This design comes from an exercise in tuning for small area on the open sky130 flow, not from production work.
Function was checked by simulation only, so behaviour that the tests miss may differ from the original.
Power figures rest on the tool's default switching activity, not on a simulated workload.

Design DMA_cont, start of the top module:
module DMA_cont(
    input           clk,
    input           reset,
    input           dma_request,
    output          dma_ack,
    output          bus_request,
    input           bus_grant,
    input   [31:0]  src_addr,
    input   [31:0]  dest_addr,
    input   [15:0]  transfer_size,
    input           start_transfer,
    output reg      transfer_done,
    output  [31:0]  addr_out,
    output reg [31:0] data_out,
    input   [31:0]  data_in,
    output reg      mem_read,
    output reg      mem_write,
    input           mem_ready
);
reg        req;
assign bus_request = req;
assign dma_ack     = mem_read | mem_write;
wire       idle    = ~(req | mem_read | mem_write);
reg [31:0] a;
reg [31:0] b;
reg [15:0] remaining;
assign addr_out = a;
wire       last  = (remaining == 16'd1);
wire       rd_ok = mem_read & mem_ready;
wire       wr_ok = mem_write & mem_ready;
wire       swap  = rd_ok | (wr_ok & ~last);
wire       hold  = ~idle & ~swap;
wire [32:2] cy;
wire [6:0]  bc;                      
assign bc[0] = 1'b1;
genvar j, k;
generate for (k = 0; k < 6; k = k + 1) begin : g_blk
    assign bc[k+1] = bc[k] & (&a[2+5*k+4:2+5*k]);
    assign cy[2+5*k] = bc[k];
    for (j = 1; j < 5; j = j + 1) begin : g_bit
        assign cy[2+5*k+j] = cy[2+5*k+j-1] & a[2+5*k+j-1];
    end
end endgenerate
assign cy[32] = bc[6];
wire [31:0] a_inc = {a[31:2] ^ cy[31:2], a[1:0]};
wire [16:0] bw;
assign bw[0] = wr_ok;
genvar i;
generate for (i = 0; i < 16; i = i + 1) begin : g_bw
    assign bw[i+1] = bw[i] & ~remaining[i];
end endgenerate
wire [15:0] rem_step = remaining ^ bw[15:0];
always @(posedge clk or posedge reset) begin
    if (reset) begin
        req <= 1'b0;
        mem_read <= 1'b0;
        mem_write <= 1'b0;
        transfer_done <= 1'b0;
    end else begin
        req <= idle ? (start_transfer & dma_request) : (req & ~bus_grant);
        mem_read <= (req & bus_grant) | (mem_read & ~mem_ready) | (wr_ok & ~last);
  ...
For scale: ~120 flip-flops, about 190 I/O pins.
clock: 5.0 ns
lec_check: 0
cap_margin: 20
core_margin: 2
core_utilization: 25
cts_buf_list: sky130_fd_sc_hd__clkbuf_8
cts_cluster_diameter: 120
cts_cluster_size: 40
slew_margin: 20
standard.sh (not shown) runs the stock make flow with config.mk's settings and CLKGATE_MAP_FILE= SYNTH_SCRIPT=/design/flow/synth_recipe.tcl, a recipe that flattens the netlist after the stock synthesis.
==> flow/flow/run.sh <==
#!/bin/bash
# Standard ORFS layout, with three changes that only affect cell area:
#  - ABC maps with more area recovery and without its own buffering/upsizing
#    (flow/abc_speed.script); registers are mapped before ABC, unchanged.
#  - port buffers use the smallest buffer, sky130_fd_sc_hd__buf_1.
# Each tool's output goes to its own log in this folder (and ORFS's logs).
set -u
rm -rf scripts
cp -r "$FLOW_HOME/scripts" scripts
cp flow/abc_speed.script scripts/abc_speed.script
export SCRIPTS_DIR="$PWD/scripts"
export BUFFER_PORTS_ARGS="-buffer_cell sky130_fd_sc_hd__buf_1"
bash standard.sh > standard.log 2>&1
st=$?
for f in orfs/logs/*/*/*/*.log; do cp "$f" "log_$(basename "$f")"; done
exit $st
==> flow/flow/abc_speed.script <==
&get -n
&st
&dch
&nf -R 1000
&st
&syn2
&if -g -K 6
&synch2
&nf -R 1000
&st
&syn2
&if -g -K 6
&synch2
&nf -R 1000
&st
&syn2
&if -g -K 6
&synch2
&nf -R 1000
&st
&syn2
&if -g -K 6
&synch2
&nf -R 1000
&st
&syn2
&if -g -K 6
&synch2
&nf -R 1000
&put
topo
stime -c
dnsize -c
The first run ran to the end with no violations.
==> next run, changes <==
--- a/flow/flow/run.sh
+++ b/flow/flow/run.sh
@@ -1,3 +1,3 @@
 #!/bin/bash
-# Standard ORFS layout, with three changes that only affect cell area:
+# Standard ORFS layout, with changes that only affect cell area:
 #  - ABC maps with more area recovery and without its own buffering/upsizing
@@ -5,2 +5,3 @@
 #  - port buffers use the smallest buffer, sky130_fd_sc_hd__buf_1.
+#  - clock tree of clkbuf_4 without dummy balancing loads.
 # Each tool's output goes to its own log in this folder (and ORFS's logs).
@@ -12,2 +13,3 @@
 export BUFFER_PORTS_ARGS="-buffer_cell sky130_fd_sc_hd__buf_1"
+export CTS_ARGS="-sink_clustering_enable -repair_clock_nets -buf_list sky130_fd_sc_hd__clkbuf_4 -dont_use_dummy_load"
 bash standard.sh > standard.log 2>&1
--- a/flow/config.mk
+++ b/flow/config.mk
@@ -10,5 +10,2 @@
 export CORE_UTILIZATION = 25
-export CTS_BUF_LIST = sky130_fd_sc_hd__clkbuf_8
-export CTS_CLUSTER_DIAMETER = 120
-export CTS_CLUSTER_SIZE = 40
 export SLEW_MARGIN = 20
Effect: The new run finished clean; wire length decreases by 1.1%; setup slack gains 64 ps; final cell count decreases by 1.6%.
==> next run, changes <==
--- a/flow/flow/run.sh
+++ b/flow/flow/run.sh
@@ -2,3 +2,3 @@
 # Standard ORFS layout, with changes that only affect cell area:
-#  - ABC maps with more area recovery and without its own buffering/upsizing
+#  - ABC maps for area (amap) without its own buffering/upsizing
 #    (flow/abc_speed.script); registers are mapped before ABC, unchanged.
==> flow/flow/abc_speed.script (replaced) <==
strash
dch
amap -F 4 -A 8
topo
dnsize -c
Outcome: Combinational power falls by a few percent; utilization rises by 0.31 points; global-route usage falls by 0.48 points; design area falls slightly; via count falls by a few percent; clock skew falls by 23 ps; die area falls slightly; register-to-register slack is worse by 40 ps; clock power falls by a few percent; hold slack is better by 27 ps.

separate check: timing with driven ports:
No port has a modelled driver above. Below, the same layouts with a new extraction and two added sets of constraints.
Step 1 (the two cells are an assumption about what drives the block):
set clk [get_ports {clk}]
set_driving_cell -lib_cell sky130_fd_sc_hd__clkbuf_16 $clk
set_driving_cell -lib_cell sky130_fd_sc_hd__buf_2 [delete_from_list [all_inputs] $clk]
Step 2 times the ports against the registers' clock, not the clock port: input delays grow and output delays shrink by t, the midpoint of the rising clock arrivals with the driver on.
Three values: no drivers, after step 1, after step 2; two values: the first two.
| run | shift t [ns] | setup slack, ns | worst hold slack (ns) |
|---|---|---|---|
| the first run | 0.456 | 1.003 / 1.001 / 0.545 | 0.397 / 0.394 / 0.435 |
| the second run | 0.527 | 1.067 / 1.064 / 0.537 | 0.305 / 0.303 / 0.438 |
| the third run | 0.520 | 1.065 / 1.067 / 0.547 | 0.331 / 0.330 / 0.467 |
After both steps every run listed still meets setup and hold. The setup slack of the second run, which loses most, moves by -0.003 ns with the drivers and by -0.530 ns with both steps.
